Source: an optimization exercise on an open RTL-to-GDS flow (aim: small area). Production flows keep margins and buffers that such runs may drop.
At most, simulation tests tie the RTL to the original design; equivalence was not proved.
Only the layout flow was run in run 9; the RTL was not checked for function there.
No activity file was given, so power comes from the tool's default toggle rates. No driver is modelled on the clock port, so clocking that relies on it looks cheaper here than on a real chip.

### flow/design.v
module ddr_memory_rtl #(
    parameter ADDR_WIDTH = 4,
    parameter DATA_WIDTH = 32,
    parameter MEM_SIZE   = 16
) (
    input  logic                  clk,
    input  logic                  reset,
    input  logic                  wr,        
    input  logic                  rd,        
    input  logic [ADDR_WIDTH-1:0] addr,      
    input  logic [DATA_WIDTH-1:0] wdata,     
    output logic [DATA_WIDTH-1:0] rdata,     
    output logic                  response
);
  logic [DATA_WIDTH-1:0] mem[0:MEM_SIZE-1];
  logic [MEM_SIZE-1:0]   valid;
  logic [MEM_SIZE-1:0]   we;
  logic [MEM_SIZE-1:0]   sel;
  logic [DATA_WIDTH-1:0] rd_next;
  always_comb begin
    for (int i = 0; i < MEM_SIZE; i++) begin
      we[i]  = wr && addr == ADDR_WIDTH'(i);
      sel[i] = rd && valid[i] && addr == ADDR_WIDTH'(i);
    end
  end
  always_ff @(posedge clk or posedge reset) begin
    if (reset) begin
      valid    <= '0;
      response <= 1'b0;
    end else begin
      valid    <= valid | we;
      response <= wr;
    end
  end
  always_ff @(posedge clk) begin
    for (int i = 0; i < MEM_SIZE; i++)
      if (we[i]) mem[i] <= wdata;
  end
  always_comb begin
    rd_next = '0;
    for (int k = 0; k < 5; k++)
      rd_next = rd_next | ((mem[3*k] & {DATA_WIDTH{sel[3*k]}}) | (mem[3*k+1] & {DATA_WIDTH{sel[3*k+1]}}) | (mem[3*k+2] & {DATA_WIDTH{sel[3*k+2]}}));
    rd_next = rd_next | (mem[15] & {DATA_WIDTH{sel[15]}});
  end
  always_ff @(posedge clk) begin
    rdata <= rd_next;
  end
endmodule
### flow/flow/run.sh
#!/bin/bash
# The standard layout (standard.sh), with three changes to how it is built:
#  - synthesis is synth_recipe.tcl unchanged, except that its technology mapping
#    call (abc) runs flow/abc_area.script, an area-oriented mapping, in place of
#    ORFS's speed script;
#  - the port buffers use the smallest buffer cell;
#  - the clock tree is built from large clusters of clkbuf_16, without dummy loads.
# Each tool's output goes to the logs under orfs/logs and to flow_standard.log.
set -euo pipefail
W=$PWD
cat > "$W/flow_synth.tcl" <<EOF
proc abc {args} {
  set i [lsearch -exact \$args -script]
  if {\$i >= 0} { lset args [expr {\$i + 1}] {$W/flow/abc_area.script} }
  yosys abc {*}\$args
}
source {$W/synth_recipe.tcl}
EOF
sed "s#SYNTH_SCRIPT=[^ ]*#SYNTH_SCRIPT=$W/flow_synth.tcl#" standard.sh > flow_standard.sh
grep -q "SYNTH_SCRIPT=$W/flow_synth.tcl" flow_standard.sh
export BUFFER_PORTS_ARGS="-buffer_cell sky130_fd_sc_hd__buf_1"
export CTS_ARGS="-sink_clustering_enable -repair_clock_nets -buf_list sky130_fd_sc_hd__clkbuf_16 -sink_clustering_size 30 -sink_clustering_max_diameter 100 -dont_use_dummy_load"
bash flow_standard.sh > flow_standard.log 2>&1
### flow/flow/abc_area.script
strash
&get -n
&st
&dch
&nf -R 1000 -C 32
&put
### flow/standard.sh
#!/bin/bash
# synth_recipe.tcl (not shown) runs the flow's synth.tcl, then flattens the netlist and writes it again
# the make line also repeats each setting of config.mk as NAME=value (left out here)
make -C /OpenROAD-flow-scripts/flow DESIGN_CONFIG=/design/flow/config.mk WORK_HOME=/design/flow/orfs CLKGATE_MAP_FILE= SYNTH_SCRIPT=/design/flow/synth_recipe.tcl "${@:-finish}"
### flow/config.mk
export PLATFORM = sky130hd
export DESIGN_NAME = ddr_memory_rtl
export DESIGN_NICKNAME = ddr_memory_rtl
export VERILOG_FILES = /design/flow/design.v
export SDC_FILE = /design/flow/constraint.sdc
export NUM_CORES = 4
export LEC_CHECK = 0
export CAP_MARGIN = 0
export CORE_MARGIN = 2
export CORE_UTILIZATION = 75
export CTS_BUF_LIST = sky130_fd_sc_hd__clkbuf_16
export CTS_CLUSTER_DIAMETER = 100
export CTS_CLUSTER_SIZE = 30
export SLEW_MARGIN = 0
### flow/constraint.sdc
create_clock -name core_clock -period 4.0 [get_ports {clk}]
set_input_delay 0.8000 -clock core_clock [delete_from_list [all_inputs] [get_ports {clk}]]
set_output_delay 0.8000 -clock core_clock [all_outputs]
set_load 0.01 [all_outputs]
==> results of run 1 <==
-- metal layers --
metal  share of wire  GRT usage  wire [um]
met1            0.35     0.4907      15070
met2            0.48     0.5166      20790
met3            0.13    0.05169       5687
met4           0.034     0.1247       1467
met5               0          0          0
-- kinds of logic (layout without fill, tap and decap cells) --
| group | Yosys count | count (layout) | synth area share |
|---|---|---|---|
| AND/OR/NAND/NOR | 152 | 152 | 0.04780 |
| flip-flops | 561 | 561 | 0.8675 |
| buffers and inverters | 1 | 112 | 0.0001979 |
| AO/OA/AOI/OAI | 160 | 160 | 0.08451 |
-- synthesized netlist by cell type --
cell type | instances | area share
a222oi_1 | 160 | 0.085
and2_0 | 2 | 0.00066
and3_1 | 48 | 0.016
and4_1 | 16 | 0.0074
clkinv_1 | 1 | 0.00020
dfrtp_1 | 17 | 0.022
dfxtp_1 | 32 | 0.034
edfxtp_1 | 512 | 0.81
nand2_1 | 32 | 0.0063
nand4_1 | 32 | 0.011
nor2_1 | 2 | 0.00040
nor2b_1 | 4 | 0.0013
or2_0 | 16 | 0.0053
-- power by group through the flow --
| stage | Sequential (mW) | Combinational [mW] | Clock [mW] |
|---|---|---|---|
| after floorplan | 6.76 | 0.137 | 0 |
| after global placement | 6.74 | 0.332 | 0 |
| after detailed placement | 6.75 | 0.351 | 0 |
| after CTS | 6.62 | 0.352 | 2.52 |
| after global routing | 6.64 | 0.384 | 2.69 |
| final | 6.63 | 0.356 | 2.52 |
-- final timing paths --
path | start | endpoint | slack [ns] | cells after the start
worst max-delay path | addr[1] | rdata[9]$_DFF_P_ | 1.40 | 6
worst min-delay path | reset | valid[15]$_DFF_PP0_ | 0.20 | 2
worst max register to register | valid[14]$_DFF_PP0_ | rdata[9]$_DFF_P_ | 1.93 | 4
worst min register to register | mem[15][10]$_DFFE_PP_ | rdata[10]$_DFF_P_ | 0.44 | 2
max in group asynchronous | reset | valid[7]$_DFF_PP0_ | 3.49 | 2
min in group core_clock | mem[15][10]$_DFFE_PP_ | rdata[10]$_DFF_P_ | 0.44 | 2
-- flip-flops by register name, summed over array words and instances, names as in the netlist --
signal    flops
rdata        32
mem         512
response      1
valid        16
-- worst max-delay path: stages --
cell,delay (ns)
buf_1,0.16
nor2b_1,0.39
and4_1,0.95
buf_4,0.45
a222oi_1,0.17
nand4_1,0.15
-- final cells by class --
| class | count | area, um2 |
|---|---|---|
| Sequential cell | 561 | 16440 |
| Multi-Input combinational cell | 312 | 2527 |
| Tap cell | 330 | 412.9 |
| Inverter | 1 | 3.754 |
| Timing Repair Buffer | 89 | 447.9 |
| Fill cell | 1231 | 4581 |
| Clock buffer | 22 | 550.5 |
==> impl_results.md, run 1 <==
- RSZ-0062 raised after global routing: no
- Clock root buffer: clkbuf_16
- Final core utilization: 0.8165
- Final hold violations: 0
- Syn avg cell area: about 22 um2
- Dpl ws: approximately 0.96 ns
- Sequential-to-total area share from yosys stat: 0.8675
- Part of the power in combinational logic: 0.037
- Crit end category: flip-flop
- Cell area after synthesis: 0.01895 mm2
- Power Total: 9.503 mW
- First-pass GRT wire length: roughly 63,000 um
- IO buf count: 72
- Share of layout cells above drive strength 1: 0.05584
- Core Box Area: between 0.02 and 0.025 mm2
- GRT Total Usage: 0.3310
- I/O pin cnt: 73
- Worst Skew: ~0.023 ns
- Clock power share: 0.265
- Max-slew violations: 0
- Clock sink total: roughly 560
- Initial core utilization: 0.7592
- Dpl cell area: ~0.020 mm2
- Worst hold margin: slightly above 0.2 ns
- Die X: ~160 um
- Gp weighted congestion: about 0.8
- Max_slew headroom: 0.1384
- Min-Delay Path Class: input pin to asynchronous set/reset pin
- Leak pwr: about 6 nW
- Sw frac: 0.1938
- Largest net degree at the start of global routing: 34
- Post-Route WL: ~43,000 um
- Max Clock Freq: roughly 380 MHz
- Wire per inst: around 33 um
- Final setup margin: between 1 and 1.5 ns
- Setup TNS: 0 ns
- CP Launch Type: input pin
- CTS buffer count: 22
- Internal power: between 7 and 8 mW
- Mapped Cells: 874
- Distinct cells, synth: 13
- N_diodes: 0
- Worst vdd ir: between 0.0004 and 0.0005 V
- Sequential Power Share: 0.697
- CP required: around 4.5 ns
- Setup Fix Bufs, Post-CTS: 0
- DRC: 0
- Initial antenna violation count: 0
- Clock Tree Buf Depth: 3
- Fin nets: just over 1,000
- Dpl cells: approximately 1,300
- Psw: 1.842 mW
- DRT iter0 DRCs: around 2,100
- Worst Tran Pin Value: approximately 1.3 ns
- Commonest non-fill, non-tap cell in the layout: edfxtp_1
- Max cap viols: 0
- DR vias: just over 10,000
- Outcome: no timing/DRC/antenna violations
- Commonest non-fill, non-tap cells in the layout: edfxtp_1, a222oi_1, buf_1
- Row count: 58
- Yosys warns: 2
- Clock transition at path regs: approximately 0.11 ns
- Vias per cell: 7.794
- Vias in the first global route: about 10,000
- Grt ovf: 0
- Clock tree from TritonCTS: yes
- # hold bufs at CTS: 0
- Pwr/cell area: around 470 mW/mm2
- H-tree levels: 1
- Layout Cells excl Fill: 1,315
- Crit-path max FO: 17
- Antenna Nets Post-Route: 0
- Synth-to-Final Area Change: 7.553%
- Crit Path Category: input pin to flip-flop
- #FFs+latches synth: about 560
- Arr. time, crit path: between 3 and 4 ns
- Post-DP HPWL: around 22,000 um
- Period Utilization, post-route: 0.6510
- Final instance area: between 0.02 and 0.025 mm2
- DR pass1 iterations: 9
- # setup viols final: 0
- Cts repair resizes: 0
- Final min period: around 2.6 ns
- Die H: roughly 160 um
- Total die area: approximately 0.027 mm2
- Synthesized Nets: 914
- Worst-Skew Late Latency: 0.55 ns
==> run 2, diff against run 1 <==
--- a/flow/flow/run.sh
+++ b/flow/flow/run.sh
@@ -20,4 +20,4 @@
 grep -q "SYNTH_SCRIPT=$W/flow_synth.tcl" flow_standard.sh
 export BUFFER_PORTS_ARGS="-buffer_cell sky130_fd_sc_hd__buf_1"
-export CTS_ARGS="-sink_clustering_enable -repair_clock_nets -buf_list sky130_fd_sc_hd__clkbuf_16 -sink_clustering_size 30 -sink_clustering_max_diameter 100 -dont_use_dummy_load"
+export CTS_ARGS="-sink_clustering_enable -repair_clock_nets -buf_list sky130_fd_sc_hd__clkbuf_16 -sink_clustering_size 33 -sink_clustering_max_diameter 100 -dont_use_dummy_load"
 bash flow_standard.sh > flow_standard.log 2>&1
--- a/flow/config.mk
+++ b/flow/config.mk
@@ -12,3 +12,4 @@
 export CTS_CLUSTER_DIAMETER = 100
 export CTS_CLUSTER_SIZE = 30
+export PLACE_DENSITY = 0.85
 export SLEW_MARGIN = 0
==> impl_results.md, run 2 <==
- Syn avg cell area: roughly 22 um2
- IO buf count: just over 70
- Largest net degree at the start of global routing: 34
- Max Clock Freq: 352.5 MHz
- Vias per cell: between 7 and 8
- Pwr/cell area: roughly 460 mW/mm2
- I/O pin cnt: 73
- CP required: between 4 and 5 ns
- Async SR Flop Fraction: 0.03030
- Power Total: between 9 and 10 mW
- M2 GR Usage: 0.5534
- Max cap viols: 1
- Clock transition at path regs: between 0.1 and 0.15 ns
- Top-area cell type share of the netlist area: 0.8112
- Post-synth top cells: edfxtp_1, a222oi_1, and3_1
- Core Box Area: 0.02496 mm2
- First-pass GRT wire length: approximately 66,000 um
- Clock tree from TritonCTS: yes
- DR vias: ~11,000
- CTS buffer count: 20
- Filler cells: ~1,200
- DR pass1 iterations: 12
- Clock Tree Buf Depth: 3
- Worst Skew: 0.03854 ns
- Layout Check Failures: max-capacitance violations, max-slew violations
- Share of layout cells above drive strength 1: 0.06814
- GRT busiest layer: met2
- Largest Register: mem
- # setup viols final: 0
- DRT iter0 DRCs: between 2,000 and 3,000
- Leak pwr: around 6.2 nW
- Met3 usage: 0.06570
- Yosys warns: 2
- # hold bufs at CTS: 0
- Post-DP HPWL: between 20,000 and 25,000 um
- Worst Tran Pin Value: 1.506 ns
- Most frequent cell after synthesis: edfxtp_1
- Total die area: about 0.027 mm2
- Synth-to-Final Area Change: 7.619%
- Clock sink total: roughly 560
- Worst-Skew Late Latency: 0.56 ns
- N_diodes: 0
- Main area contributors after synthesis: edfxtp_1, a222oi_1, dfxtp_1, dfrtp_1, and3_1
- Post-Route WL: 45,750 um
- Row count: between 50 and 60
- Period Utilization, post-route: 0.7093
- Max-slew violations: 24
- #FFs+latches synth: ~560
- GRT Total Usage: 0.3525
- Final hold violations: 0
- Outcome: complete, but fails checks
- Sequential-to-total area share from yosys stat: 0.8675
- Post-synth EDFFs: around 510
- Max_slew headroom: -0.004270
- Commonest non-fill, non-tap cell in the layout: edfxtp_1
- Die X: 163.0 um
- Antenna Nets Post-Route: 0
- Setup TNS: 0 ns
- H-tree levels: 1
- Final min period: 2.837 ns
- CP Launch Type: input pin
- Initial antenna violation count: 0
- Cts repair resizes: 0
- Cell taking the most area after synthesis: edfxtp_1
- Clock root buffer: clkbuf_16
- Crit-path max FO: 23
- Fin nets: ~1,000
- Commonest non-fill, non-tap cells in the layout: edfxtp_1, a222oi_1, buf_1
- Register area: 0.01644 mm2
- Initial core utilization: 0.7592
- Mapped Cells: 874
- Setup Fix Bufs, Post-CTS: 0
- Wire per inst: ~34 um
- Area occupied by multi-input gates: approximately 0.0025 mm2
- DRC: 0
- Crit end category: flip-flop
- Met1 track utilization from global routing: 0.5035
- Distinct cells, synth: 13
- Grt ovf: 0
- Main flop type after synthesis: edfxtp_1
- Die H: around 160 um
- Worst vdd ir: between 0.0005 and 0.0006 V
- Arr. time, crit path: 3.31 ns
- Biggest regs: mem x512, rdata x32, valid x16
- Min-Delay Path Class: input pin to asynchronous set/reset pin
- Crit Path Category: input pin to flip-flop
- Vias in the first global route: about 11,000
- Gp weighted congestion: between 0.7 and 0.8
- RSZ-0062 raised after global routing: no
- Max reg flops: 512
- Cell area after synthesis: ~0.019 mm2
- Synthesized Nets: roughly 910
==> run 2: cell counts after synthesis <==
Identical to the previous run, type by type.
==> run 2: final timing paths <==
kind / from / to / slack (ns) / depth (start not counted)
worst max-delay path: addr[1] / rdata[30]$_DFF_P_ / 1.16 / 6
worst min-delay path: reset / valid[0]$_DFF_PP0_ / 0.20 / 2
worst max register to register: valid[14]$_DFF_PP0_ / rdata[30]$_DFF_P_ / 1.66 / 4
worst min register to register: mem[15][2]$_DFFE_PP_ / rdata[2]$_DFF_P_ / 0.46 / 2
max in group asynchronous: reset / valid[15]$_DFF_PP0_ / 3.45 / 2
min in group core_clock: mem[15][2]$_DFFE_PP_ / rdata[2]$_DFF_P_ / 0.46 / 2
==> run 2: cell type report <==
class / count / area share
multi-input combinational: 312 / 0.1239
sequential: 561 / 0.8061
inverter: 1 / 0.0001840
clock buffer: 20 / 0.02454
tap: 330 / 0.02024
timing repair buffer: 104 / 0.02503
==> run 2: cells by family (layout without fill, tap and decap cells) <==
family	Yosys count	in the layout	synth area share
compound gates	160	160	0.08451
buf+inv	1	125	0.0001979
flops	561	561	0.8675
simple gates	152	152	0.04780
==> run 2: metal layers <==
| layer | part of all wire | routed length, um |
|---|---|---|
| met3 | 0.16 | 7535 |
| met2 | 0.48 | 21860 |
| met1 | 0.31 | 14380 |
| met4 | 0.043 | 1979 |
| met5 | 0 | 0 |
==> run 2: critical path, cell delays in order <==
cell,delay [ns]
buf_1,0.13
nor2b_1,0.41
and4_1,1.29
buf_4,0.41
a222oi_1,0.15
nand4_1,0.12
==> run 2: stage by stage <==
step / util / hold WS (ns) / cell area [um2] / setup slack [ns] / std cells
after global routing: 0.8170 / 0.2519 / 20400 / 1.155 / 1328
after global placement: 0.7970 / 0.4257 / 19900 / 0.9505 / 1308
after floorplan: - / 0.4207 / 18950 / 1.652 / 874
after CTS: 0.8170 / 0.2052 / 20400 / 1.308 / 1328
after detailed placement: 0.7970 / 0.4305 / 19900 / 0.7291 / 1308
final: 0.8170 / 0.2024 / 20400 / 1.163 / 1328
==> run 2: power by group <==
group / switching (mW) / total (mW) / leakage [nW] / internal [mW]
registers: 0.0651 / 6.63 / 5.06 / 6.57
logic: 0.262 / 0.363 / 0.899 / 0.100
clock network: 1.51 / 2.42 / 0.246 / 0.911
==> run 3, diff against run 2 <==
--- a/flow/config.mk
+++ b/flow/config.mk
@@ -8,8 +8,7 @@
 export CAP_MARGIN = 0
 export CORE_MARGIN = 2
-export CORE_UTILIZATION = 75
+export CORE_UTILIZATION = 70
 export CTS_BUF_LIST = sky130_fd_sc_hd__clkbuf_16
 export CTS_CLUSTER_DIAMETER = 100
 export CTS_CLUSTER_SIZE = 30
-export PLACE_DENSITY = 0.85
 export SLEW_MARGIN = 0
==> impl_results.md, run 3 <==
- Post-synth EDFFs: 512
- #FFs+latches synth: approximately 560
- Post-Route WL: 40,750 um
- Min-Delay Path Class: input pin to asynchronous set/reset pin
- R2R depth: 5
- Setup TNS: 0 ns
- Row count: 60
- Mapped Cells: between 800 and 900
- Pwr/cell area: 462.3 mW/mm2
- Clock sink total: approximately 560
- Post-DP HPWL: ~22,000 um
- Worst-Skew Late Latency: 0.56 ns
- Dpl ws: around 1.0 ns
- Cts repair resizes: 0
- # hold bufs at CTS: 0
- Clock Tree Buf Depth: 3
- DRT iter0 DRCs: roughly 1,800
- Setup Fix Bufs, Post-CTS: 0
- CP Launch Type: input pin
- Reg2Reg Launch Point: valid[6]$_DFF_PP0_
- Yosys warns: 2
- Die X: 168.5 um
- WL met3: just under 4000 um
- Synth-to-Final Area Change: 7.176%
- Max Clock Freq: 403.4 MHz
- Fin nets: a little over 1,000
- Filler cells: 1,477
- First-pass GRT wire length: ~60,000 um
- Outcome: no timing/DRC/antenna violations
- DR pass1 iterations: 7
- Total die area: around 0.028 mm2
- CTS buffer count: 20
- Async SR Flop Fraction: 0.03030
- Post-synth top cells: edfxtp_1, a222oi_1, and3_1
- Main flop type after synthesis: edfxtp_1
- Clock tree from TritonCTS: yes
- Arr. time, crit path: 2.97 ns
- Biggest regs: mem x512, rdata x32, valid x16
- Cell taking the most area after synthesis: edfxtp_1
- Syn avg cell area: 21.68 um2
- Crit Reg-Reg Endpoint: rdata[23]$_DFF_P_
- Max cap viols: 0
- Power Total: 9.389 mW
- Largest net degree at the start of global routing: 34
- Initial core utilization: 0.7071
- Top-area cell type share of the netlist area: 0.8112
- Antenna Nets Post-Route: 0
- Distinct cells, synth: 13
- N_diodes: 0
- Commonest non-fill, non-tap cells in the layout: edfxtp_1, a222oi_1, buf_1
- IO buf count: 72
- Final instance area: 0.02031 mm2
- I/O pin cnt: between 70 and 80
- Uppermost layer routed: met4
- # setup viols final: 0
- Commonest non-fill, non-tap cell in the layout: edfxtp_1
- Core Box Area: about 0.027 mm2
- Cell area after synthesis: about 0.019 mm2
- Period Utilization, post-route: 0.6197
- Max_slew headroom: 0.2433
- RSZ-0062 raised after global routing: no
- CP required: ~4.5 ns
- Crit-path max FO: 14
- Initial antenna violation count: 0
- DRC: 0
- Sequential-to-total area share from yosys stat: 0.8675
- Worst Tran Pin Value: about 1.1 ns
- Leak pwr: just over 6 nW
- Max-slew violations: 0
- Wire per inst: ~30 um
- Largest Register: mem
- Share of layout cells above drive strength 1: 0.05584
- Worst vdd ir: slightly below 0.0004 V
- Layout Cells excl Fill: between 1,000 and 1,500
- GRT Total Usage: 0.2889
- Final hold violations: 0
- Final setup margin: around 1.5 ns
- H-tree levels: 1
- Final min period: 2.479 ns
- Gp weighted congestion: 0.8005
- Dpl cells: about 1,300
- Dpl cell area: a little under 0.02 mm2
- Synthesized Nets: 914
- Clock root buffer: clkbuf_16
- Vias in the first global route: between 9,000 and 10,000
- Grt ovf: 0
- Crit end category: flip-flop
- WL met1: roughly 16,000 um
- Main area contributors after synthesis: edfxtp_1, a222oi_1, dfxtp_1, dfrtp_1, and3_1
- Flop2flop setup slack: about 2.0 ns
- Max reg flops: 512
- Worst Skew: between 0.03 and 0.04 ns
- Clock transition at path regs: 0.12 ns
- Die H: ~170 um
- Crit Path Category: input pin to flip-flop
- Met2 wire length: between 20,000 and 25,000 um
- Most frequent cell after synthesis: edfxtp_1
- DR vias: roughly 9,800
- Vias per cell: 7.422
==> run 3: cell counts after synthesis <==
Identical to the previous run, type by type.
==> run 3: power breakdown <==
| part | internal (mW) | total (mW) | switching (mW) |
|---|---|---|---|
| logic | 0.0978 | 0.350 | 0.252 |
| clock network | 0.911 | 2.42 | 1.50 |
| registers | 6.57 | 6.62 | 0.0565 |
| total | 7.58 | 9.39 | 1.81 |
==> run 3: cell families (layout without fill, tap and decap cells) <==
logic type             Yosys count  count (layout)  synth area share
DFF                            561             561            0.8675
AOI/OAI and AO/OA              160             160           0.08451
and+or+nand+nor                152             152           0.04780
buffers and inverters            1             112         0.0001979
==> run 3: cell type report <==
class | instances | area, um2 | share of cell area
flip-flops and latches | 561 | 16440 | 0.8094
clock buffers | 20 | 500.5 | 0.02464
inverters | 1 | 3.754 | 0.0001848
well taps | 341 | 426.7 | 0.02101
multi-input cells | 312 | 2527 | 0.1244
repair buffers | 91 | 412.9 | 0.02033
==> run 3: per-stage QoR <==
step             util  hold slack [ns]
6_report       0.7579           0.1807
4_1_cts        0.7579           0.1972
5_1_grt        0.7579           0.2427
2_1_floorplan       -           0.4207
3_3_place_gp   0.7392           0.4264
3_5_place_dp   0.7392           0.4323
==> run 3: worst max-delay path by stage <==
| stage | from | to | slack [ns] |
|---|---|---|---|
| after floorplan | addr[3] | mem[11][0]$_DFFE_PP_ | 1.65 |
| after global placement | addr[1] | rdata[19]$_DFF_P_ | 1.14 |
| after detailed placement | addr[2] | rdata[18]$_DFF_P_ | 1.04 |
| after CTS | addr[2] | rdata[18]$_DFF_P_ | 1.60 |
| after global routing | addr[2] | rdata[18]$_DFF_P_ | 1.45 |
| final | addr[2] | rdata[23]$_DFF_P_ | 1.52 |
==> run 3: layer usage <==
metal | vias up | GRT usage
li1 | 4155 | -
met1 | 5033 | 0.4092
met2 | 594 | 0.4838
met3 | 60 | 0.04325
met4 | 0 | 0.08171
met5 | - | 0
==> run 3: critical path, stage by stage <==
cell and delay (ns):
buf_1 0.14, nor2b_1 0.40, and4_1 0.89, buf_4 0.35, a222oi_1 0.11, and3_1 0.19, nand4_1 0.09
==> run 4, diff against run 3 <==
--- a/flow/config.mk
+++ b/flow/config.mk
@@ -8,5 +8,5 @@
 export CAP_MARGIN = 0
 export CORE_MARGIN = 2
-export CORE_UTILIZATION = 70
+export CORE_UTILIZATION = 80
 export CTS_BUF_LIST = sky130_fd_sc_hd__clkbuf_16
 export CTS_CLUSTER_DIAMETER = 100
==> impl_results.md, run 4 <==
- Yosys warns: 2
- DRC: 0
- CP Launch Type: input pin
- Outcome: no timing/DRC/antenna violations
- Period Utilization, post-route: 0.6625
- Vias per cell: ~8.0
- Initial core utilization: 0.8123
- Largest net degree at the start of global routing: 34
- Worst Tran Pin Value: around 1.2 ns
- Post-DP HPWL: around 22,000 um
- Worst Skew: between 0.03 and 0.04 ns
- Share of layout cells above drive strength 1: 0.05295
- Clock Tree Buf Depth: 3
- Flop2flop setup slack: about 1.8 ns
- Biggest regs: mem x512, rdata x32, valid x16
- Setup Fix Bufs, Post-CTS: 0
- WP buf/inv: 2
- IO buf count: just over 70
- CP max stage delay: about 0.94 ns
- Crit end category: flip-flop
- Max-slew violations: 0
- Synth-to-Final Area Change: 7.176%
- Crit Reg-Reg Endpoint: rdata[18]$_DFF_P_
- #FFs+latches synth: ~560
- First-pass GRT wire length: about 63,000 um
- Antenna Nets Post-Route: 0
- Layout Cells excl Fill: roughly 1,300
- Psw: 1.836 mW
- CTS buffer count: 20
- Synthesized Nets: 914
- Power Total: between 9 and 10 mW
- # hold bufs at CTS: 0
- Total die area: 0.02494 mm2
- H-tree levels: 1
- Max Clock Freq: between 300 and 400 MHz
- Mapped Cells: slightly below 900
- Clock sink total: ~560
- Reg2Reg Launch Point: valid[5]$_DFF_PP0_
- Sw frac: 0.1951
- Fin nets: 1,024
- Gp weighted congestion: just under 0.8
- I/O pin cnt: 73
- Worst vdd ir: ~0.00044 V
- Setup TNS: 0 ns
- N_diodes: 0
- Slowest-stage cell, CP: and4_1
- Sequential-to-total area share from yosys stat: 0.8675
- DR vias: between 10,000 and 15,000
- Most frequent cell after synthesis: edfxtp_1
- Leak pwr: between 6 and 7 nW
- CP delay by family, top: simple AND/OR/NAND/NOR gates
- Post-synth EDFFs: roughly 510
- Grt ovf: 0
- RSZ-0062 raised after global routing: no
- Cts repair resizes: 0
- DRT iter0 DRCs: roughly 2,400
- Top-area cell type share of the netlist area: 0.8112
- Die H: between 150 and 200 um
- Clock tree from TritonCTS: yes
- Max cap viols: 0
- Main flop type after synthesis: edfxtp_1
- Sequential Power Share: 0.705
- Main area contributors after synthesis: edfxtp_1, a222oi_1, dfxtp_1, dfrtp_1, and3_1
- GRT Total Usage: 0.3583
- Post-synth top cells: edfxtp_1, a222oi_1, and3_1
- Worst-Skew Late Latency: around 0.56 ns
- Crit Path Category: input pin to flip-flop
- Dpl cells: 1,281
- Final core utilization: 0.8705
- DR pass1 iterations: 10
- Pwr/cell area: approximately 460 mW/mm2
- Part of the power in combinational logic: 0.038
- Syn avg cell area: ~22 um2
- Cell area after synthesis: around 0.019 mm2
- Async SR Flop Fraction: 0.03030
- CP cell instances: buf_1 > nor2b_1 > and4_1 > buf_12 > a222oi_1 > and3_1 > nand4_1
- Final min period: approximately 2.7 ns
- Worst hold margin: about 0.21 ns
- Max reg flops: between 500 and 600
- Commonest non-fill, non-tap cell in the layout: edfxtp_1
- Row count: 56
- CP required: around 4.5 ns
- Core Box Area: approximately 0.023 mm2
- Largest Register: mem
- Die X: around 160 um
- Min-Delay Path Class: input pin to asynchronous set/reset pin
- Clock transition at path regs: between 0.1 and 0.15 ns
- Post-Route WL: around 44,000 um
- Initial antenna violation count: 0
- Commonest non-fill, non-tap cells in the layout: edfxtp_1, a222oi_1, buf_1
- Crit-path max FO: 19
- Wire per inst: around 34 um
- Worst setup path startpoint: addr[2]
- Arr. time, crit path: 3.13 ns
- Max_slew headroom: 0.2024
- Cell taking the most area after synthesis: edfxtp_1
- R2R depth: 5
- # setup viols final: 0
- Clock root buffer: clkbuf_16
- Distinct cells, synth: 13
- Clock power share: 0.257
- Vias in the first global route: approximately 11,000
- Final hold violations: 0
- Internal power: 7.577 mW
[run 4: changes by cell type in the layout (fill, tap and decap cells not counted)]
cell and change:
buf_4 -7, buf_12 +4
[run 4: metal layers]
layer  up-vias  track usage  part of all wire
met2      1039       0.5654              0.48
met4         0       0.1688             0.043
met5         -            0                 0
met3       152      0.06433              0.15
li1       4153            -                 -
met1      5029       0.5037              0.32
[run 4: through the flow]
| step | cell area (um2) | setup slack, ns |
|---|---|---|
| after floorplan | 18950 | 1.652 |
| after global placement | 19810 | 1.047 |
| after detailed placement | 19810 | 0.9589 |
| after CTS | 20310 | 1.480 |
| after global routing | 20310 | 1.264 |
| final | 20310 | 1.350 |
[run 4: layout make-up]
type,count,area [um2]
Sequential cell,561,16440
Multi-Input combinational cell,312,2527
Inverter,1,3.754
Clock buffer,20,500.5
Timing Repair Buffer,88,440.4
Fill cell,933,3020
Tap cell,319,399.1
[run 4: worst max-delay path by stage]
stage / endpoint / slack (ns) / cells after the start
4_1_cts: rdata[18]$_DFF_P_ / 1.48 / 7
5_1_grt: rdata[18]$_DFF_P_ / 1.26 / 7
2_1_floorplan: mem[11][0]$_DFFE_PP_ / 1.65 / 2
3_3_place_gp: rdata[18]$_DFF_P_ / 1.05 / 7
3_5_place_dp: rdata[18]$_DFF_P_ / 0.96 / 7
6_report: rdata[18]$_DFF_P_ / 1.35 / 7
[run 4: cell families after synthesis]
family,share of synthesized area
flip-flops,0.8675
AND/OR/NAND/NOR,0.04780
AO/OA/AOI/OAI,0.08451
buffers and inverters,0.0001979
[run 4: power by group through the flow]
stage          logic [mW]  registers, mW  clock network (mW)
5_1_grt             0.386           6.65                2.57
3_3_place_gp        0.326           6.75                   0
4_1_cts             0.355           6.63                2.40
2_1_floorplan       0.137           6.76                   0
6_report            0.360           6.63                2.42
3_5_place_dp        0.352           6.76                   0
==> run 5, diff against run 4 <==
--- a/flow/config.mk
+++ b/flow/config.mk
@@ -8,7 +8,8 @@
 export CAP_MARGIN = 0
 export CORE_MARGIN = 2
-export CORE_UTILIZATION = 80
+export CORE_UTILIZATION = 75
 export CTS_BUF_LIST = sky130_fd_sc_hd__clkbuf_16
 export CTS_CLUSTER_DIAMETER = 100
 export CTS_CLUSTER_SIZE = 30
+export GPL_TIMING_DRIVEN = 0
 export SLEW_MARGIN = 0
==> impl_results.md, run 5 <==
- Post-DP HPWL: 24,120 um
- GRT Total Usage: 0.3427
- Largest Register: mem
- Syn avg cell area: between 20 and 25 um2
- # hold bufs at CTS: 0
- Max-slew violations: 0
- Crit-path max FO: 32
- Most frequent cell after synthesis: edfxtp_1
- Min-Delay Path Class: input pin to asynchronous set/reset pin
- CTS buffer count: 20
- Worst Tran Pin Value: 1.010 ns
- Setup Fix Bufs, Post-CTS: 0
- Die H: between 150 and 200 um
- Post-synth top cells: edfxtp_1, a222oi_1, and3_1
- Clock Tree Buf Depth: 3
- Power Total: approximately 9.4 mW
- DRC: 0
- Internal power: between 7 and 8 mW
- First-pass GRT wire length: around 64,000 um
- Clock transition at path regs: 0.12 ns
- Arr. time, crit path: around 3.1 ns
- Crit Path Category: input pin to flip-flop
- Core Box Area: between 0.02 and 0.025 mm2
- Dpl ws: 0.9788 ns
- Leak pwr: around 6.3 nW
- # setup viols final: 0
- Synth-to-Final Area Change: 9.230%
- Top-area cell type share of the netlist area: 0.8112
- Flop2flop setup slack: between 1.5 and 2 ns
- CP Launch Type: input pin
- Main area contributors after synthesis: edfxtp_1, a222oi_1, dfxtp_1, dfrtp_1, and3_1
- Clock tree from TritonCTS: yes
- Distinct cells, synth: 13
- RSZ-0062 raised after global routing: no
- Cts repair resizes: 0
- Cell taking the most area after synthesis: edfxtp_1
- Largest net degree at the start of global routing: 34
- Clock root buffer: clkbuf_16
- I/O pin cnt: 73
- #FFs+latches synth: 561
- Cell area after synthesis: about 0.019 mm2
- Biggest regs: mem x512, rdata x32, valid x16
- Part of the power in combinational logic: 0.039
- Antenna Nets Post-Route: 0
- Clock sink total: ~560
- H-tree levels: 1
- Max cap viols: 0
- Initial core utilization: 0.7592
- IO buf count: 72
- Final hold violations: 0
- Synthesized Nets: between 900 and 1,000
- Fin nets: roughly 1,000
- Vias per cell: about 8
- Max Clock Freq: between 300 and 400 MHz
- N_diodes: 0
- Sw frac: 0.1956
- Psw: ~1.8 mW
- Max_slew headroom: 0.3266
- Initial antenna violation count: 0
- Final core utilization: 0.8292
- Max reg flops: 512
- Sequential-to-total area share from yosys stat: 0.8675
- Mapped Cells: approximately 870
- Commonest non-fill, non-tap cell in the layout: edfxtp_1
- Setup TNS: 0 ns
- Grt ovf: 0
- Die X: between 150 and 200 um
- Commonest non-fill, non-tap cells in the layout: edfxtp_1, a222oi_1, buf_1
- Post-Route WL: roughly 45,000 um
- Outcome: no timing/DRC/antenna violations
- DRT iter0 DRCs: about 2,400
- Row count: 58
- Share of layout cells above drive strength 1: 0.07677
- DR pass1 iterations: 9
- DR vias: about 10,000
- Main flop type after synthesis: edfxtp_1
- Worst Skew: approximately 0.023 ns
- Pwr/cell area: approximately 460 mW/mm2
- Clock power share: 0.259
- Post-synth EDFFs: approximately 500
- Total die area: 0.02656 mm2
- Sequential Power Share: 0.702
- CP required: roughly 4.5 ns
- Final min period: around 2.6 ns
- Gp weighted congestion: roughly 0.75
- Period Utilization, post-route: 0.6621
- Vias in the first global route: about 10,000
- Wire per inst: around 34 um
- Filler cells: 1,107
- Async SR Flop Fraction: 0.03030
- Worst-Skew Late Latency: approximately 0.55 ns
- Final setup margin: around 1.4 ns
- Worst vdd ir: about 0.00046 V
- Yosys warns: 2
- Crit end category: flip-flop
## run 5: cell type report
class	count	area, um2	area share
flip-flops and latches	561	16440	0.7942
well taps	330	412.9	0.01995
inverters	1	3.754	0.0001813
repair buffers	96	795.8	0.03844
clock buffers	20	500.5	0.02418
multi-input cells	312	2547	0.1231
## run 5: final timing paths
path,startpoint,end,cells past startpoint
worst max-delay path,addr[1],rdata[24]$_DFF_P_,6
worst min-delay path,reset,valid[14]$_DFF_PP0_,2
worst max register to register,valid[2]$_DFF_PP0_,rdata[24]$_DFF_P_,4
worst min register to register,mem[15][20]$_DFFE_PP_,rdata[20]$_DFF_P_,2
max in group asynchronous,reset,valid[6]$_DFF_PP0_,2
min in group core_clock,mem[15][20]$_DFFE_PP_,rdata[20]$_DFF_P_,2
## run 5: critical path: stages
cell and delay (ns):
buf_1 0.15, nor2b_1 0.47, and4_2 1.00, a222oi_1 0.27, and3_1 0.29, nand4_1 0.13
## run 5: cell families after synthesis
| logic type | after synthesis | synth area share |
|---|---|---|
| AND/OR/NAND/NOR | 152 | 0.04780 |
| AO/OA/AOI/OAI | 160 | 0.08451 |
| buffers and inverters | 1 | 0.0001979 |
| flip-flops | 561 | 0.8675 |
## run 5: metrics by stage
stage | cell area [um2] | instances | hold WS (ns)
6_report | 20700 | 1320 | 0.2001
2_1_floorplan | 18950 | 874 | 0.4207
3_3_place_gp | 19640 | 1276 | 0.4253
4_1_cts | 20700 | 1320 | 0.2093
5_1_grt | 20700 | 1320 | 0.2319
3_5_place_dp | 20200 | 1300 | 0.4319
## run 5: power by group through the flow
stage / clock network (mW) / logic (mW) / registers (mW)
floorplan: 0 / 0.137 / 6.76
detailed placement: 0 / 0.364 / 6.75
finish: 2.44 / 0.370 / 6.62
CTS: 2.44 / 0.366 / 6.62
global placement: 0 / 0.319 / 6.74
global route: 2.62 / 0.397 / 6.64
## run 5: per-layer routing
layer,wire length (um),track usage,vias up
met2,20880,0.5245,925
met5,0,0,-
met3,6668,0.06850,126
met4,1456,0.1207,0
li1,-,-,4178
met1,15530,0.5113,5118
==> run 6, diff against run 5 <==
--- a/flow/config.mk
+++ b/flow/config.mk
@@ -12,4 +12,3 @@
 export CTS_CLUSTER_DIAMETER = 100
 export CTS_CLUSTER_SIZE = 30
-export GPL_TIMING_DRIVEN = 0
 export SLEW_MARGIN = 0
==> impl_results.md, run 6 <==
- Row count: 58
- Wire per inst: 32.55 um
- R2R depth: 5
- Levels on crit path: 6
- Initial antenna violation count: 0
- DRC: 0
- Slowest-stage cell, CP: and4_1
- DR vias: roughly 10,000
- Post-Route WL: about 43,000 um
- Largest Register: mem
- Max reg flops: just over 500
- Async SR Flop Fraction: 0.03030
- Largest net degree at the start of global routing: 34
- Grt ovf: 0
- Post-DP HPWL: around 22,000 um
- Flop2flop setup slack: 1.91 ns
- CP delay by family, top: simple AND/OR/NAND/NOR gates
- Vias per cell: about 7.8
- CP required: roughly 4.5 ns
- Arr. time, crit path: 3.08 ns
- Max cap viols: 0
- Max-slew violations: 0
- Cts repair resizes: 0
- Final hold violations: 0
- Clock root buffer: clkbuf_16
- Post-synth EDFFs: a little over 500
- DRT iter0 DRCs: 1,871
- Setup Fix Bufs, Post-CTS: 0
- Min-Delay Path Class: input pin to asynchronous set/reset pin
- Reg2Reg Launch Point: valid[2]$_DFF_PP0_
- CP max stage delay: roughly 0.95 ns
- Worst Tran Pin Value: around 1.3 ns
- Crit Reg-Reg Endpoint: rdata[9]$_DFF_P_
- DR pass1 iterations: 9
- GRT Total Usage: 0.3315
- Clock Tree Buf Depth: 3
- Yosys warns: 2
- WL met1: ~15,000 um
- First-pass GRT wire length: about 63,000 um
- Max Clock Freq: around 390 MHz
- Clock sink total: approximately 560
- Distinct cells, synth: 13
- End of the critical path: rdata[9]$_DFF_P_
- Biggest regs: mem x512, rdata x32, valid x16
- Setup TNS: 0 ns
- Final min period: about 2.6 ns
- Cell area after synthesis: between 0.015 and 0.02 mm2
- Clock tree from TritonCTS: yes
- Initial core utilization: 0.7592
- Leak pwr: 6.140 nW
- Post-synth top cells: edfxtp_1, a222oi_1, and3_1
- H-tree levels: 1
- Pwr/cell area: ~460 mW/mm2
- Uppermost layer routed: met4
- Core Box Area: 0.02496 mm2
- Filler cells: 1,250
- Period Utilization, post-route: 0.6483
- Crit-path max FO: 17
- Sequential-to-total area share from yosys stat: 0.8675
- Top-area cell type share of the netlist area: 0.8112
- Cell taking the most area after synthesis: edfxtp_1
- Syn avg cell area: between 20 and 25 um2
- Crit end category: flip-flop
- Antenna Nets Post-Route: 0
- I/O pin cnt: 73
- CP cell instances: buf_1 > nor2b_1 > and4_1 > buf_4 > a222oi_1 > nand4_1
- Mapped Cells: roughly 900
- Clock transition at path regs: around 0.11 ns
- Commonest non-fill, non-tap cell in the layout: edfxtp_1
- Worst Skew: approximately 0.027 ns
- IO buf count: 72
- Outcome: no timing/DRC/antenna violations
- Synthesized Nets: about 900
- Die X: about 160 um
- Max_slew headroom: 0.1410
- CP Launch Type: input pin
- WP buf/inv: 2
- Vias in the first global route: 10,390
- Commonest non-fill, non-tap cells in the layout: edfxtp_1, a222oi_1, buf_1
- Total die area: 0.02656 mm2
- N_diodes: 0
- Worst-Skew Late Latency: between 0.5 and 0.6 ns
- Power Total: between 9 and 10 mW
- Main area contributors after synthesis: edfxtp_1, a222oi_1, dfxtp_1, dfrtp_1, and3_1
- Worst vdd ir: 0.0003935 V
- Most frequent cell after synthesis: edfxtp_1
- WL met3: ~5900 um
- RSZ-0062 raised after global routing: no
- Worst setup path startpoint: addr[1]
- CTS buffer count: 20
- Synth-to-Final Area Change: 7.289%
- Die H: around 160 um
- Fin nets: slightly above 1,000
- Met2 wire length: approximately 20,000 um
- Gp weighted congestion: ~0.8
- # hold bufs at CTS: 0
- Main flop type after synthesis: edfxtp_1
- # setup viols final: 0
- Share of layout cells above drive strength 1: 0.05392
- Crit Path Category: input pin to flip-flop
- #FFs+latches synth: 561
## run 6: metal layers
layer  GRT usage  vias to the layer above
li1            -                     4153
met1      0.4787                     5063
met2      0.5198                      885
met3     0.06341                      113
met4      0.1275                        0
met5           0                        -
## run 6: cell families (layout without fill, tap and decap cells)
family,count (synthesis),after routing,synth area share
buffers and inverters,1,110,0.0001979
AND/OR/NAND/NOR,152,152,0.04780
AO/OA/AOI/OAI,160,160,0.08451
flip-flops,561,561,0.8675
## run 6: final cells by class
cell class                 instances  area (um2)  share of cell area
sequential                       561       16440              0.8086
multi-input combinational        312        2527              0.1243
clock buffer                      20       500.5             0.02461
timing repair buffer              89       447.9             0.02203
tap                              330       412.9             0.02031
inverter                           1       3.754           0.0001846
## run 6: how the worst min path moves through the flow
stage,start,endpoint,slack (ns)
finish,reset,valid[13]$_DFF_PP0_,0.21
global placement,mem[15][19]$_DFFE_PP_,rdata[19]$_DFF_P_,0.43
CTS,reset,valid[13]$_DFF_PP0_,0.21
detailed placement,mem[15][10]$_DFFE_PP_,rdata[10]$_DFF_P_,0.44
global route,reset,valid[13]$_DFF_PP0_,0.23
floorplan,mem[15][0]$_DFFE_PP_,rdata[0]$_DFF_P_,0.42
## run 6: power by group
part / internal [mW] / leakage, nW / switching [mW]
clock network: 0.911 / 0.246 / 1.51
registers: 6.57 / 5.06 / 0.0574
logic: 0.0993 / 0.829 / 0.256
total: 7.58 / 6.14 / 1.82
## run 6: metrics by stage
step | area, um2 | instances | hold WS (ns) | utilization | setup WS (ns)
after global placement | 19830 | 1293 | 0.4300 | 0.7945 | 1.044
after CTS | 20330 | 1313 | 0.2075 | 0.8145 | 1.525
final | 20330 | 1313 | 0.2074 | 0.8145 | 1.407
after global routing | 20330 | 1313 | 0.2305 | 0.8145 | 1.344
after detailed placement | 19830 | 1293 | 0.4391 | 0.7945 | 0.9571
after floorplan | 18950 | 874 | 0.4207 | - | 1.652
==> run 7, diff against run 6 <==
--- a/flow/config.mk
+++ b/flow/config.mk
@@ -12,3 +12,4 @@
 export CTS_CLUSTER_DIAMETER = 100
 export CTS_CLUSTER_SIZE = 30
+export GPL_ROUTABILITY_DRIVEN = 0
 export SLEW_MARGIN = 0
==> impl_results.md, run 7 <==
- Yosys warns: 2
- Min-Delay Path Class: input pin to asynchronous set/reset pin
- Synth-to-Final Area Change: 7.289%
- CTS buffer count: 20
- Crit end category: flip-flop
- Reg2Reg Launch Point: valid[2]$_DFF_PP0_
- CP required: 4.48 ns
- #FFs+latches synth: around 560
- First-pass GRT wire length: about 63,000 um
- Initial antenna violation count: 0
- H-tree levels: 1
- R2R depth: 5
- Setup TNS: 0 ns
- Max-slew violations: 0
- Pwr/cell area: approximately 460 mW/mm2
- Period Utilization, post-route: 0.6483
- Post-DP HPWL: 22,090 um
- DRC: 0
- Async SR Flop Fraction: 0.03030
- Row count: slightly below 60
- Setup Fix Bufs, Post-CTS: 0
- Largest net degree at the start of global routing: 34
- Dpl cells: 1,293
- Post-Route WL: 42,740 um
- Biggest regs: mem x512, rdata x32, valid x16
- Crit Path Category: input pin to flip-flop
- GRT Total Usage: 0.3315
- Max reg flops: roughly 500
- Worst-Skew Late Latency: about 0.55 ns
- DR pass1 iterations: 9
- Commonest non-fill, non-tap cell in the layout: edfxtp_1
- Flop2flop setup slack: approximately 1.9 ns
- # setup viols final: 0
- CP max stage delay: roughly 0.95 ns
- Worst vdd ir: ~0.00039 V
- Die H: approximately 160 um
- Outcome: no timing/DRC/antenna violations
- Final hold violations: 0
- Final instance area: 0.02033 mm2
- Clock Tree Buf Depth: 3
- RSZ-0062 raised after global routing: no
- Leak pwr: approximately 6 nW
- Main area contributors after synthesis: edfxtp_1, a222oi_1, dfxtp_1, dfrtp_1, and3_1
- Cell area after synthesis: 0.01895 mm2
- Core Box Area: 0.02496 mm2
- Distinct cells, synth: 13
- Worst Tran Pin Value: around 1.3 ns
- Die X: about 160 um
- Worst setup path startpoint: addr[1]
- Total die area: 0.02656 mm2
- Clock sink total: roughly 560
- Cts repair resizes: 0
- CP cell instances: buf_1 > nor2b_1 > and4_1 > buf_4 > a222oi_1 > nand4_1
- Grt ovf: 0
- Final min period: approximately 2.6 ns
- Slowest-stage cell, CP: and4_1
- Largest Register: mem
- Fin nets: 1,025
- CP Launch Type: input pin
- Main flop type after synthesis: edfxtp_1
- DRT iter0 DRCs: roughly 1,900
- Antenna Nets Post-Route: 0
- Initial core utilization: 0.7592
- Top-area cell type share of the netlist area: 0.8112
- Max Clock Freq: between 300 and 400 MHz
- Syn avg cell area: approximately 22 um2
- CP delay by family, top: simple AND/OR/NAND/NOR gates
- I/O pin cnt: between 70 and 80
- Most frequent cell after synthesis: edfxtp_1
- # hold bufs at CTS: 0
- Mapped Cells: between 800 and 900
- Synthesized Nets: around 900
- Clock tree from TritonCTS: yes
- Max_slew headroom: 0.1410
- Post-synth top cells: edfxtp_1, a222oi_1, and3_1
- WP buf/inv: 2
- Worst Skew: 0.02709 ns
- Dpl cell area: about 0.020 mm2
- Crit Reg-Reg Endpoint: rdata[9]$_DFF_P_
- Share of layout cells above drive strength 1: 0.05392
- Vias per cell: ~8
- DR vias: between 10,000 and 15,000
- Post-synth EDFFs: approximately 510
- Layout Cells excl Fill: approximately 1,300
- Clock root buffer: clkbuf_16
- Commonest non-fill, non-tap cells in the layout: edfxtp_1, a222oi_1, buf_1
- Clock transition at path regs: between 0.1 and 0.15 ns
- N_diodes: 0
- Filler cells: 1,250
- Arr. time, crit path: 3.08 ns
- Crit-path max FO: 17
- Vias in the first global route: just over 10,000
- Sequential-to-total area share from yosys stat: 0.8675
- Wire per inst: around 33 um
- Max cap viols: 0
- IO buf count: just over 70
- Cell taking the most area after synthesis: edfxtp_1
## run 7: how the worst max path moves through the flow
stage	endpoint	cells after the start
after floorplan	mem[11][0]$_DFFE_PP_	2
after global placement	rdata[12]$_DFF_P_	7
after detailed placement	rdata[9]$_DFF_P_	6
after CTS	rdata[9]$_DFF_P_	6
after global routing	rdata[1]$_DFF_P_	7
final	rdata[9]$_DFF_P_	6
## run 7: routing by layer
metal  global-route usage  share of wire
met2               0.5198           0.48
met4               0.1275          0.033
met3              0.06341           0.14
met1               0.4787           0.35
met5                    0              0
## run 7: through the flow
stage / hold WS (ns) / utilization / total power, mW / worst slack [ns]
2_1_floorplan: 0.4207 / - / 6.893 / 1.652
3_3_place_gp: 0.4300 / 0.7945 / 7.076 / 1.044
3_5_place_dp: 0.4391 / 0.7945 / 7.106 / 0.9571
4_1_cts: 0.2075 / 0.8145 / 9.396 / 1.525
5_1_grt: 0.2305 / 0.8145 / 9.634 / 1.344
6_report: 0.2074 / 0.8145 / 9.401 / 1.407
## run 7: cell type report
class                           count  area (um2)  share of cell area
Sequential cell                   561       16440              0.8086
Multi-Input combinational cell    312        2527              0.1243
Clock buffer                       20       500.5             0.02461
Timing Repair Buffer               89       447.9             0.02203
Tap cell                          330       412.9             0.02031
Inverter                            1       3.754           0.0001846
## run 7: kinds of logic after synthesis
kind of cell           count (synthesis)  share of synthesized area
buffers and inverters                  1                  0.0001979
and+or+nand+nor                      152                    0.04780
DFF                                  561                     0.8675
AOI/OAI and AO/OA                    160                    0.08451
## run 7: power breakdown
part	switching [mW]	internal (mW)
combinational	0.256	0.0993
clock	1.51	0.911
sequential	0.0574	6.57
total	1.82	7.58
==> run 8, diff against run 7 <==
--- a/flow/flow/run.sh
+++ b/flow/flow/run.sh
@@ -17,5 +17,5 @@
 source {$W/synth_recipe.tcl}
 EOF
-sed "s#SYNTH_SCRIPT=[^ ]*#SYNTH_SCRIPT=$W/flow_synth.tcl#" standard.sh > flow_standard.sh
+sed -e "s#SYNTH_SCRIPT=[^ ]*#SYNTH_SCRIPT=$W/flow_synth.tcl MATCH_CELL_FOOTPRINT=0#" standard.sh > flow_standard.sh
 grep -q "SYNTH_SCRIPT=$W/flow_synth.tcl" flow_standard.sh
 export BUFFER_PORTS_ARGS="-buffer_cell sky130_fd_sc_hd__buf_1"
--- a/flow/config.mk
+++ b/flow/config.mk
@@ -12,4 +12,3 @@
 export CTS_CLUSTER_DIAMETER = 100
 export CTS_CLUSTER_SIZE = 30
-export GPL_ROUTABILITY_DRIVEN = 0
 export SLEW_MARGIN = 0
==> impl_results.md, run 8 <==
- Distinct cells, synth: 13
- I/O pin cnt: 73
- Gp weighted congestion: between 0.7 and 0.8
- Main flop type after synthesis: edfxtp_1
- CTS buffer count: 20
- Worst Tran Pin Value: 1.288 ns
- Synthesized Nets: 914
- Wire per inst: 32.55 um
- Arr. time, crit path: 3.08 ns
- Worst vdd ir: approximately 0.0004 V
- # setup viols final: 0
- #FFs+latches synth: between 500 and 600
- WL met1: roughly 15,000 um
- Period Utilization, post-route: 0.6483
- Commonest non-fill, non-tap cell in the layout: edfxtp_1
- Psw: 1.823 mW
- H-tree levels: 1
- Cell area after synthesis: between 0.015 and 0.02 mm2
- CP required: approximately 4.5 ns
- IO buf count: 72
- Filler cells: ~1,300
- Post-synth top cells: edfxtp_1, a222oi_1, and3_1
- Biggest regs: mem x512, rdata x32, valid x16
- Fin nets: ~1,000
- Crit Path Category: input pin to flip-flop
- CP Launch Type: input pin
- Clock root buffer: clkbuf_16
- Yosys warns: 2
- Post-synth EDFFs: 512
- Top-area cell type share of the netlist area: 0.8112
- Setup TNS: 0 ns
- Clock Tree Buf Depth: 3
- Worst setup path startpoint: addr[1]
- Layout Cells excl Fill: between 1,000 and 1,500
- Largest Register: mem
- DRC: 0
- GRT Total Usage: 0.3315
- Crit end category: flip-flop
- Antenna Nets Post-Route: 0
- Clock transition at path regs: approximately 0.11 ns
- Dpl cells: approximately 1,300
- End of the critical path: rdata[9]$_DFF_P_
- Max-slew violations: 0
- Crit Reg-Reg Endpoint: rdata[9]$_DFF_P_
- Main area contributors after synthesis: edfxtp_1, a222oi_1, dfxtp_1, dfrtp_1, and3_1
- Worst-Skew Late Latency: between 0.5 and 0.6 ns
- Uppermost layer routed: met4
- Final min period: roughly 2.6 ns
- DR pass1 iterations: 9
- Vias in the first global route: 10,390
- # hold bufs at CTS: 0
- Syn avg cell area: between 20 and 25 um2
- Pwr/cell area: ~460 mW/mm2
- Grt ovf: 0
- Commonest non-fill, non-tap cells in the layout: edfxtp_1, a222oi_1, buf_1
- Final hold violations: 0
- Worst hold margin: 0.2074 ns
- Crit-path max FO: 17
- Sequential Power Share: 0.705
- Clock power share: 0.257
- Cell taking the most area after synthesis: edfxtp_1
- Most frequent cell after synthesis: edfxtp_1
- Internal power: between 7 and 8 mW
- Post-DP HPWL: about 22,000 um
- DR vias: 10,210
- Max Clock Freq: a little under 400 MHz
- Min-Delay Path Class: input pin to asynchronous set/reset pin
- Setup Fix Bufs, Post-CTS: 0
- Max reg flops: 512
- WL met3: 5888 um
- RSZ-0062 raised after global routing: no
- Outcome: no timing/DRC/antenna violations
- Row count: 58
- Mapped Cells: 874
- Met2 wire length: 20,600 um
- Die H: 163.0 um
- Max cap viols: 0
- Leak pwr: slightly above 6 nW
- Largest net degree at the start of global routing: 34
- Initial antenna violation count: 0
- N_diodes: 0
- Core Box Area: approximately 0.025 mm2
- Part of the power in combinational logic: 0.038
- Worst Skew: around 0.027 ns
- Area occupied by multi-input gates: between 0.002 and 0.003 mm2
- Synth-to-Final Area Change: 7.289%
- Die X: about 160 um
- R2R depth: 5
- Register area: 0.01644 mm2
- Post-Route WL: 42,740 um
- Max_slew headroom: 0.1410
- DRT iter0 DRCs: ~1,900
- Cts repair resizes: 0
- Clock tree from TritonCTS: yes
- Initial core utilization: 0.7592
- Clock sink total: roughly 560
- Vias per cell: 7.779
- Async SR Flop Fraction: 0.03030
- Flop2flop setup slack: around 1.9 ns
- Sequential-to-total area share from yosys stat: 0.8675
- Reg2Reg Launch Point: valid[2]$_DFF_PP0_
- Total die area: between 0.02 and 0.03 mm2
- Share of layout cells above drive strength 1: 0.05392
- First-pass GRT wire length: between 60,000 and 70,000 um
- Sw frac: 0.1939
run 8: final cells by class:
cell class	count	share of cell area
timing repair buffer	89	0.02203
sequential	561	0.8086
clock buffer	20	0.02461
inverter	1	0.0001846
multi-input combinational	312	0.1243
tap	330	0.02031
run 8: layer usage:
metal	GRT usage	vias to the layer above
met3	0.06341	113
met4	0.1275	0
met1	0.4787	5063
met2	0.5198	885
met5	0	-
li1	-	4153
run 8: power by group through the flow:
stage	combinational [mW]	sequential, mW	clock [mW]
3_3_place_gp	0.332	6.74	0
3_5_place_dp	0.351	6.75	0
5_1_grt	0.384	6.64	2.61
6_report	0.355	6.63	2.42
2_1_floorplan	0.137	6.76	0
4_1_cts	0.353	6.62	2.42
run 8: critical path: stages:
cell      delay [ns]
buf_1           0.15
nor2b_1         0.38
and4_1          0.95
buf_4           0.45
a222oi_1        0.17
nand4_1         0.17
run 8: worst min-delay path by stage:
stage          depth (start not counted)                  end                   from  slack (ns)
2_1_floorplan                          2     rdata[0]$_DFF_P_   mem[15][0]$_DFFE_PP_        0.42
3_3_place_gp                           2    rdata[19]$_DFF_P_  mem[15][19]$_DFFE_PP_        0.43
3_5_place_dp                           2    rdata[10]$_DFF_P_  mem[15][10]$_DFFE_PP_        0.44
4_1_cts                                2  valid[13]$_DFF_PP0_                  reset        0.21
5_1_grt                                2  valid[13]$_DFF_PP0_                  reset        0.23
6_report                               2  valid[13]$_DFF_PP0_                  reset        0.21
run 8: logic make-up after synthesis:
| logic type | share of synthesized area |
|---|---|
| flops | 0.8675 |
| compound gates | 0.08451 |
| simple gates | 0.04780 |
| buf+inv | 0.0001979 |
run 8: through the flow:
stage | instance area (um2) | power, mW | setup WS (ns) | utilization
final | 20330 | 9.401 | 1.407 | 0.8145
after global routing | 20330 | 9.634 | 1.344 | 0.8145
after CTS | 20330 | 9.396 | 1.525 | 0.8145
after detailed placement | 19830 | 7.106 | 0.9571 | 0.7945
after global placement | 19830 | 7.076 | 1.044 | 0.7945
after floorplan | 18950 | 6.893 | 1.652 | -
==> run 9, diff against run 8 <==
--- a/flow/design.v
+++ b/flow/design.v
@@ -18,8 +18,14 @@
   logic [MEM_SIZE-1:0]   sel;
   logic [DATA_WIDTH-1:0] rd_next;
+  logic [3:0] lo, whi, rhi;
   always_comb begin
+    for (int j = 0; j < 4; j++) begin
+      lo[j]  = addr[1:0] == 2'(j);
+      whi[j] = wr && addr[3:2] == 2'(j);
+      rhi[j] = rd && addr[3:2] == 2'(j);
+    end
     for (int i = 0; i < MEM_SIZE; i++) begin
-      we[i]  = wr && addr == ADDR_WIDTH'(i);
-      sel[i] = rd && valid[i] && addr == ADDR_WIDTH'(i);
+      we[i]  = whi[i/4] && lo[i%4];
+      sel[i] = rhi[i/4] && lo[i%4] && valid[i];
     end
   end
--- a/flow/flow/run.sh
+++ b/flow/flow/run.sh
@@ -17,5 +17,5 @@
 source {$W/synth_recipe.tcl}
 EOF
-sed -e "s#SYNTH_SCRIPT=[^ ]*#SYNTH_SCRIPT=$W/flow_synth.tcl MATCH_CELL_FOOTPRINT=0#" standard.sh > flow_standard.sh
+sed "s#SYNTH_SCRIPT=[^ ]*#SYNTH_SCRIPT=$W/flow_synth.tcl#" standard.sh > flow_standard.sh
 grep -q "SYNTH_SCRIPT=$W/flow_synth.tcl" flow_standard.sh
 export BUFFER_PORTS_ARGS="-buffer_cell sky130_fd_sc_hd__buf_1"
==> impl_results.md, run 9 <==
- Distinct cells, synth: 17
- CP Launch Type: input pin
- Largest Register: mem
- CTS buffer count: 20
- Internal power: around 7.6 mW
- I/O pin cnt: 73
- GRT Total Usage: 0.3368
- Sw frac: 0.1948
- DRT iter0 DRCs: 2,240
- Async SR Flop Fraction: 0.03030
- Total die area: between 0.02 and 0.03 mm2
- Arr. time, crit path: ~3.3 ns
- Cts repair resizes: 0
- Crit end category: flip-flop
- Post-synth EDFFs: around 510
- Post-synth top cells: edfxtp_1, a222oi_1, and3_1
- IO buf count: between 70 and 80
- Clock root buffer: clkbuf_16
- Max cap viols: 0
- Clock tree from TritonCTS: yes
- Worst vdd ir: between 0.0004 and 0.0005 V
- Part of the power in combinational logic: 0.040
- Vias per cell: 7.719
- Sequential Power Share: 0.704
- # hold bufs at CTS: 0
- Share of layout cells above drive strength 1: 0.07404
- Yosys warns: 2
- Setup Fix Bufs, Post-CTS: 0
- Post-DP HPWL: ~24,000 um
- Initial antenna violation count: 0
- Clock sink total: roughly 560
- First-pass GRT wire length: between 60,000 and 70,000 um
- Worst Tran Pin Value: about 1.3 ns
- Crit Path Category: input pin to flip-flop
- Biggest regs: mem x512, rdata x32, valid x16
- CP required: ~4.5 ns
- Clock Tree Buf Depth: 3
- Vias in the first global route: ~10,000
- Filler cells: 1,213
- H-tree levels: 1
- Max reg flops: just over 500
- Final hold violations: 0
- DR vias: ~10,000
- Outcome: no timing/DRC/antenna violations
- Max_slew headroom: 0.1228
- DRC: 0
- Main flop type after synthesis: edfxtp_1
- Wire per inst: approximately 33 um
- Pwr/cell area: roughly 460 mW/mm2
- Commonest non-fill, non-tap cells in the layout: edfxtp_1, a222oi_1, buf_1
- Die X: between 150 and 200 um
- Leak pwr: 6.272 nW
- Min-Delay Path Class: input pin to asynchronous set/reset pin
- Most frequent cell after synthesis: edfxtp_1
- Fin nets: between 1,000 and 1,500
- Synth-to-Final Area Change: 8.778%
- Period Utilization, post-route: 0.7123
- RSZ-0062 raised after global routing: no
- Syn avg cell area: about 21 um2
- Die H: between 150 and 200 um
- Dpl cell area: approximately 0.020 mm2
- Grt ovf: 0
- Commonest non-fill, non-tap cell in the layout: edfxtp_1
- Clock power share: 0.257
- Max-slew violations: 0
- Worst hold margin: approximately 0.22 ns
- Setup TNS: 0 ns
- Crit-path max FO: 18
- Clock transition at path regs: 0.12 ns
- Synthesized Nets: between 900 and 1,000
- Sequential-to-total area share from yosys stat: 0.8686
- DR pass1 iterations: 9
- Cell taking the most area after synthesis: edfxtp_1
- Power Total: 9.418 mW
- Top-area cell type share of the netlist area: 0.8123
- # setup viols final: 0
- Main area contributors after synthesis: edfxtp_1, a222oi_1, dfxtp_1, dfrtp_1, and3_1
- Initial core utilization: 0.7582
- Largest net degree at the start of global routing: 34
- Final instance area: approximately 0.021 mm2
- Cell area after synthesis: 0.01893 mm2
- Max Clock Freq: around 350 MHz
- Mapped Cells: between 800 and 900
- Psw: approximately 1.8 mW
- Core Box Area: around 0.025 mm2
- Worst Skew: 0.02089 ns
- Final min period: 2.849 ns
- Gp weighted congestion: roughly 0.84
- R2R depth: 5
- N_diodes: 0
- #FFs+latches synth: between 500 and 600
- Post-Route WL: 43,780 um
- Antenna Nets Post-Route: 0
- Row count: between 50 and 60
- Worst-Skew Late Latency: approximately 0.55 ns
run 9: worst paths after layout:
| kind | startpoint | to | slack, ns |
|---|---|---|---|
| max in group asynchronous | reset | valid[13]$_DFF_PP0_ | 3.46 |
| hold reg to reg | mem[15][21]$_DFFE_PP_ | rdata[21]$_DFF_P_ | 0.44 |
| setup / recovery | addr[1] | rdata[25]$_DFF_P_ | 1.15 |
| setup reg to reg | valid[2]$_DFF_PP0_ | rdata[25]$_DFF_P_ | 1.84 |
| hold / removal | reset | valid[12]$_DFF_PP0_ | 0.22 |
| min in group core_clock | mem[15][21]$_DFFE_PP_ | rdata[21]$_DFF_P_ | 0.44 |
run 9: critical path: stages:
cell	delay (ns)
buf_1	0.41
nor2b_1	0.35
and3_1	0.80
buf_4	0.45
a222oi_1	0.16
and3_1	0.23
nand4_1	0.11
run 9: cell type report:
type / instances / area, um2 / area share
Clock buffer: 20 / 500.5 / 0.02431
Sequential cell: 561 / 16440 / 0.7985
Tap cell: 330 / 412.9 / 0.02005
Inverter: 1 / 3.754 / 0.0001823
Timing Repair Buffer: 111 / 638.1 / 0.03099
Multi-Input combinational cell: 320 / 2594 / 0.1260
run 9: power by group through the flow:
stage,Combinational (mW),Clock [mW],Sequential (mW)
after global placement,0.346,0,6.75
final,0.375,2.42,6.63
after detailed placement,0.368,0,6.76
after CTS,0.370,2.42,6.62
after global routing,0.400,2.60,6.64
after floorplan,0.138,0,6.76
run 9: cells by family (layout without fill, tap and decap cells):
group	after synthesis	after routing	share of synthesized area
DFF	561	561	0.8686
AOI/OAI and AO/OA	160	160	0.08461
buffers and inverters	1	132	0.0001981
and+or+nand+nor	160	160	0.04660
run 9: stage by stage:
stage / instances / worst slack (ns) / utilization
floorplan: 882 / 0.2858 / -
global placement: 1323 / 0.8910 / 0.8047
detailed placement: 1323 / 0.6844 / 0.8047
CTS: 1343 / 1.239 / 0.8248
global route: 1343 / 1.096 / 0.8248
finish: 1343 / 1.151 / 0.8248
run 9: routing by layer:
metal	GRT usage	vias to the layer above	wire length (um)
li1	-	4203	-
met1	0.4794	5194	14640
met2	0.5520	882	21690
met3	0.05882	87	6133
met4	0.1034	0	1309
met5	0	-	0

[port drivers added, routing unchanged]
Ports are ideal in the flow. The routed layouts listed here were re-timed in OpenROAD.
Step 1 (the two cells are an assumption about what drives the block):
set clk [get_ports {clk}]
set_driving_cell -lib_cell sky130_fd_sc_hd__clkbuf_16 $clk
set_driving_cell -lib_cell sky130_fd_sc_hd__buf_2 [delete_from_list [all_inputs] $clk]
Step 2 times the ports against the registers' clock, not the clock port: input delays grow and output delays shrink by t, the midpoint of the rising clock arrivals with the driver on.
Slacks: ideal / step 1 / step 2; pairs: ideal / step 1.
run | shift t [ns] | setup WS [ns] | worst setup path at the end
run 1 | 0.589 | 1.396 / 1.420 / 0.831 | input to register
run 2 | 0.590 | 1.163 / 1.189 / 0.599 | input to register
run 3 | 0.595 | 1.521 / 1.556 / 0.961 | input to register
run 4 | 0.589 | 1.350 / 1.367 / 0.777 | input to register
run 5 | 0.591 | 1.352 / 1.380 / 0.788 | input to register
run 6 | 0.581 | 1.407 / 1.427 / 0.846 | input to register
run 7 | 0.581 | 1.407 / 1.427 / 0.846 | input to register
run 8 | 0.581 | 1.407 / 1.427 / 0.846 | input to register
run 9 | 0.587 | 1.151 / 1.176 / 0.589 | input to register
For run 4, which loses most, drivers alone change the setup slack by +0.017 ns; drivers and shift together by -0.573 ns.
